What follows belongs to an exercise in optimizing a design on an open flow for small area; a production flow would make more cautious choices. Function was checked by simulation only, so behaviour that the tests miss may differ from the original. Power is estimated from default activity; no workload was simulated.

sierra:
## proj9_top
module proj9_top(
	input wire  SCLK,
	input wire  MOSI,
	input wire  CSN,
	input wire  rst_n,
	output wire MISO,
	output wire MISO_enable
);
   wire         rst_n_syn;
   wire [15:0]  set_hi;
   wire [15:0]  clr_hi;
   wire [15:0]  sel_lo;
   wire [7:0]   ra;
   wire         rq;
   wire         tap_e;
   wire         tap_o;
   spi_interface cmd_interface(
		.SCLK(SCLK),
		.MOSI(MOSI),
		.CSN(CSN),
		.rst_n(rst_n_syn),
		.tap_e(tap_e),
		.tap_o(tap_o),
		.MISO(MISO),
		.MISO_enable(MISO_enable),
		.set_hi(set_hi),
		.clr_hi(clr_hi),
		.sel_lo(sel_lo),
		.ra(ra),
		.rq(rq)
	);
   register_array regi_modu(
		.clk(SCLK),
		.set_hi(set_hi),
		.clr_hi(clr_hi),
		.sel_lo(sel_lo),
		.ra(ra),
		.rq(rq),
		.tap_e(tap_e),
		.tap_o(tap_o)
   );
   rst_syn reset_s(
		.clk(SCLK),
		.rst_n(rst_n),
		.rst_n_syn(rst_n_syn)
   );
endmodule  
Size: roughly 5,500 cells after synthesis, about 4,200 flip-flops, ~6 I/O pins.
make LEC_CHECK=0 CAP_MARGIN=20 CORE_MARGIN=2 CORE_UTILIZATION=80 CTS_BUF_LIST=sky130_fd_sc_hd__clkbuf_8 CTS_CLUSTER_DIAMETER=45 CTS_CLUSTER_SIZE=20 PLACE_DENSITY=0.85 SLEW_MARGIN=20 finish   # period 10.0 ns
run.sh (not shown) runs the stock make flow with config.mk's settings and CLKGATE_MAP_FILE= SYNTH_SCRIPT=/design/flow/synth_recipe.tcl, a recipe that flattens the netlist after the stock synthesis.
sierra failed in 4_1_cts with DPL-0033.
For zinc, these inputs were changed with respect to sierra:
# sierra
export LEC_CHECK = 0
export CAP_MARGIN = 20
export CORE_MARGIN = 2
export CORE_UTILIZATION = 80
export CTS_BUF_LIST = sky130_fd_sc_hd__clkbuf_8
export CTS_CLUSTER_DIAMETER = 45
export CTS_CLUSTER_SIZE = 20
export PLACE_DENSITY = 0.85
export SLEW_MARGIN = 20
create_clock -name core_clock -period 10.0 [get_ports {SCLK}]
# zinc
export LEC_CHECK = 0
export CAP_MARGIN = 20
export CORE_MARGIN = 2
export CORE_UTILIZATION = 70
export CTS_BUF_LIST = sky130_fd_sc_hd__clkbuf_16
export CTS_CLUSTER_DIAMETER = 50
export CTS_CLUSTER_SIZE = 36
export SLEW_MARGIN = 20
create_clock -name core_clock -period 10.0 [get_ports {SCLK}]
--- outcome ---
zinc: flow completed, timing, DRC and antenna clean
zinc ended with more number of placed instances with taps included than sierra.
sierra → zinc: placement row count went up by 7.3%, total half-perimeter wirelength after legalization and detailed placement went down by about 21%.
Number of buffers inserted during clock tree synthesis | zinc below sierra
Status: post-synthesis simple-gate area fraction parity (zinc, sierra)
Reported for sierra and zinc, synthesized cell count turned out identical to the last digit.
Effective utilization at floorplan: zinc < sierra
| arithmetic-cell share of the synthesized area counting full adders, half adders and majority gates | zinc vs sierra | ≈ equal |
Overall die width, sierra and zinc: smaller value in sierra
In the flow results for sierra and zinc, the post-placement cell area is larger on zinc.
For pepper, these inputs were changed with respect to zinc:
# zinc
export LEC_CHECK = 0
export CAP_MARGIN = 20
export CORE_MARGIN = 2
export CORE_UTILIZATION = 70
export CTS_BUF_LIST = sky130_fd_sc_hd__clkbuf_16
export CTS_CLUSTER_DIAMETER = 50
export CTS_CLUSTER_SIZE = 36
export SLEW_MARGIN = 20
create_clock -name core_clock -period 10.0 [get_ports {SCLK}]
# pepper
export LEC_CHECK = 0
export CAP_MARGIN = 5
export CORE_MARGIN = 2
export CORE_UTILIZATION = 75
export SLEW_MARGIN = 5
create_clock -name core_clock -period 10.0 [get_ports {SCLK}]
==> flow/flow/run.sh (new file) <==
#!/bin/bash
# Own layout flow: the standard ORFS flow (standard.sh) with two changes:
#  - synthesis maps the combinational logic with ABC's area-oriented default
#    mapping (flow/abc_map.script) instead of ORFS's delay-oriented script;
#    registers are mapped exactly as in the standard synthesis;
#  - clock tree synthesis inserts no dummy loads.
# ORFS writes each step's full log under orfs/logs/; make's output for each
# phase goes to logs/ here.
set -euo pipefail
W=$PWD
mkdir -p "$W/logs"
rm -rf "$W/scripts_mod"
cp -r "$FLOW_HOME/scripts" "$W/scripts_mod"
cp "$W/flow/abc_map.script" "$W/scripts_mod/abc_speed.script"
bash standard.sh SCRIPTS_DIR="$W/scripts_mod" synth > "$W/logs/synth.log" 2>&1
export CTS_ARGS="-sink_clustering_enable -repair_clock_nets -sink_clustering_size 20 -sink_clustering_max_diameter 45 -buf_list sky130_fd_sc_hd__clkbuf_8 -dont_use_dummy_load"
bash standard.sh finish > "$W/logs/finish.log" 2>&1
==> flow/flow/abc_map.script (new file) <==
strash
&get -n
&fraig -x
&put
scorr
dc2
strash
&get -n
&dch -f
&nf
&put
==> flow/standard.sh (new file) <==
#!/bin/bash
# synth_recipe.tcl (not shown) runs the flow's synth.tcl, then flattens the netlist and writes it again
# the make line also repeats each setting of config.mk as NAME=value (left out here)
make -C /OpenROAD-flow-scripts/flow DESIGN_CONFIG=/design/flow/config.mk WORK_HOME=/design/flow/orfs CLKGATE_MAP_FILE= SYNTH_SCRIPT=/design/flow/synth_recipe.tcl "${@:-finish}"
removed: flow/run.sh
Results
As far as part of the total power dissipated in combinational logic is concerned, zinc and pepper perform about the same. Between zinc and pepper, the flow reports placed cell area decreasing slightly. pepper vs zinc — wire length of the first global-routing pass dropped 5.9%. In summary, pepper completed successfully, with a layout that passed the timing, design-rule and antenna checks. Of zinc and pepper, the run reporting the higher share of cell area taken by flip-flops and latches was pepper. Compared with zinc, pepper shows a via count that is 732 lower. Area of the multi-input gates in pepper is about 19% lower than in zinc.
Relative to pepper, the following input files were edited for fjord:
# pepper
export LEC_CHECK = 0
export CAP_MARGIN = 5
export CORE_MARGIN = 2
export CORE_UTILIZATION = 75
export SLEW_MARGIN = 5
create_clock -name core_clock -period 10.0 [get_ports {SCLK}]
# fjord
export LEC_CHECK = 0
export CAP_MARGIN = 20
export CORE_MARGIN = 2
export CORE_UTILIZATION = 70
export CTS_BUF_LIST = sky130_fd_sc_hd__clkbuf_8
export CTS_CLUSTER_DIAMETER = 45
export CTS_CLUSTER_SIZE = 20
export SLEW_MARGIN = 20
create_clock -name core_clock -period 10.0 [get_ports {SCLK}]
- fjord packs its core looser than pepper.
- fjord completed every stage of the flow, and the final layout passed the timing, design-rule and antenna checks.
- Taking pepper as the reference, in fjord count of unresolved DRC violations after routing roughly the same, aggregate global-route resource usage saw a decrease, placed cell count increased by 47 relative to the old numbers.
> inputs changed (fjord -> xenon)
# fjord
export LEC_CHECK = 0
export CAP_MARGIN = 20
export CORE_MARGIN = 2
export CORE_UTILIZATION = 70
export CTS_BUF_LIST = sky130_fd_sc_hd__clkbuf_8
export CTS_CLUSTER_DIAMETER = 45
export CTS_CLUSTER_SIZE = 20
export SLEW_MARGIN = 20
create_clock -name core_clock -period 10.0 [get_ports {SCLK}]
# xenon
export LEC_CHECK = 0
export CAP_MARGIN = 20
export CORE_MARGIN = 2
export CORE_UTILIZATION = 70
export CTS_BUF_LIST = sky130_fd_sc_hd__clkbuf_16
export CTS_CLUSTER_DIAMETER = 60
export CTS_CLUSTER_SIZE = 30
export SLEW_MARGIN = 20
create_clock -name core_clock -period 10.0 [get_ports {SCLK}]
==> flow/run.sh (new file) <==
#!/bin/bash
# synth_recipe.tcl (not shown) runs the flow's synth.tcl, then flattens the netlist and writes it again
# the make line also repeats each setting of config.mk as NAME=value (left out here)
make -C /OpenROAD-flow-scripts/flow DESIGN_CONFIG=/design/flow/config.mk WORK_HOME=/design/flow/orfs CLKGATE_MAP_FILE= SYNTH_SCRIPT=/design/flow/synth_recipe.tcl finish
removed: flow/flow/run.sh
removed: flow/flow/abc_map.script
removed: flow/standard.sh
==> comparison <==
- The pin count of the biggest net entering global routing in xenon was lower than what fjord gave.
- Against fjord, xenon reports a post-synthesis compound-gate area fraction that is lower.
- On xor/xnor cell area share of the yosys netlist, xenon and fjord are basically level.
- Overall power: xenon vs fjord up 7.2%
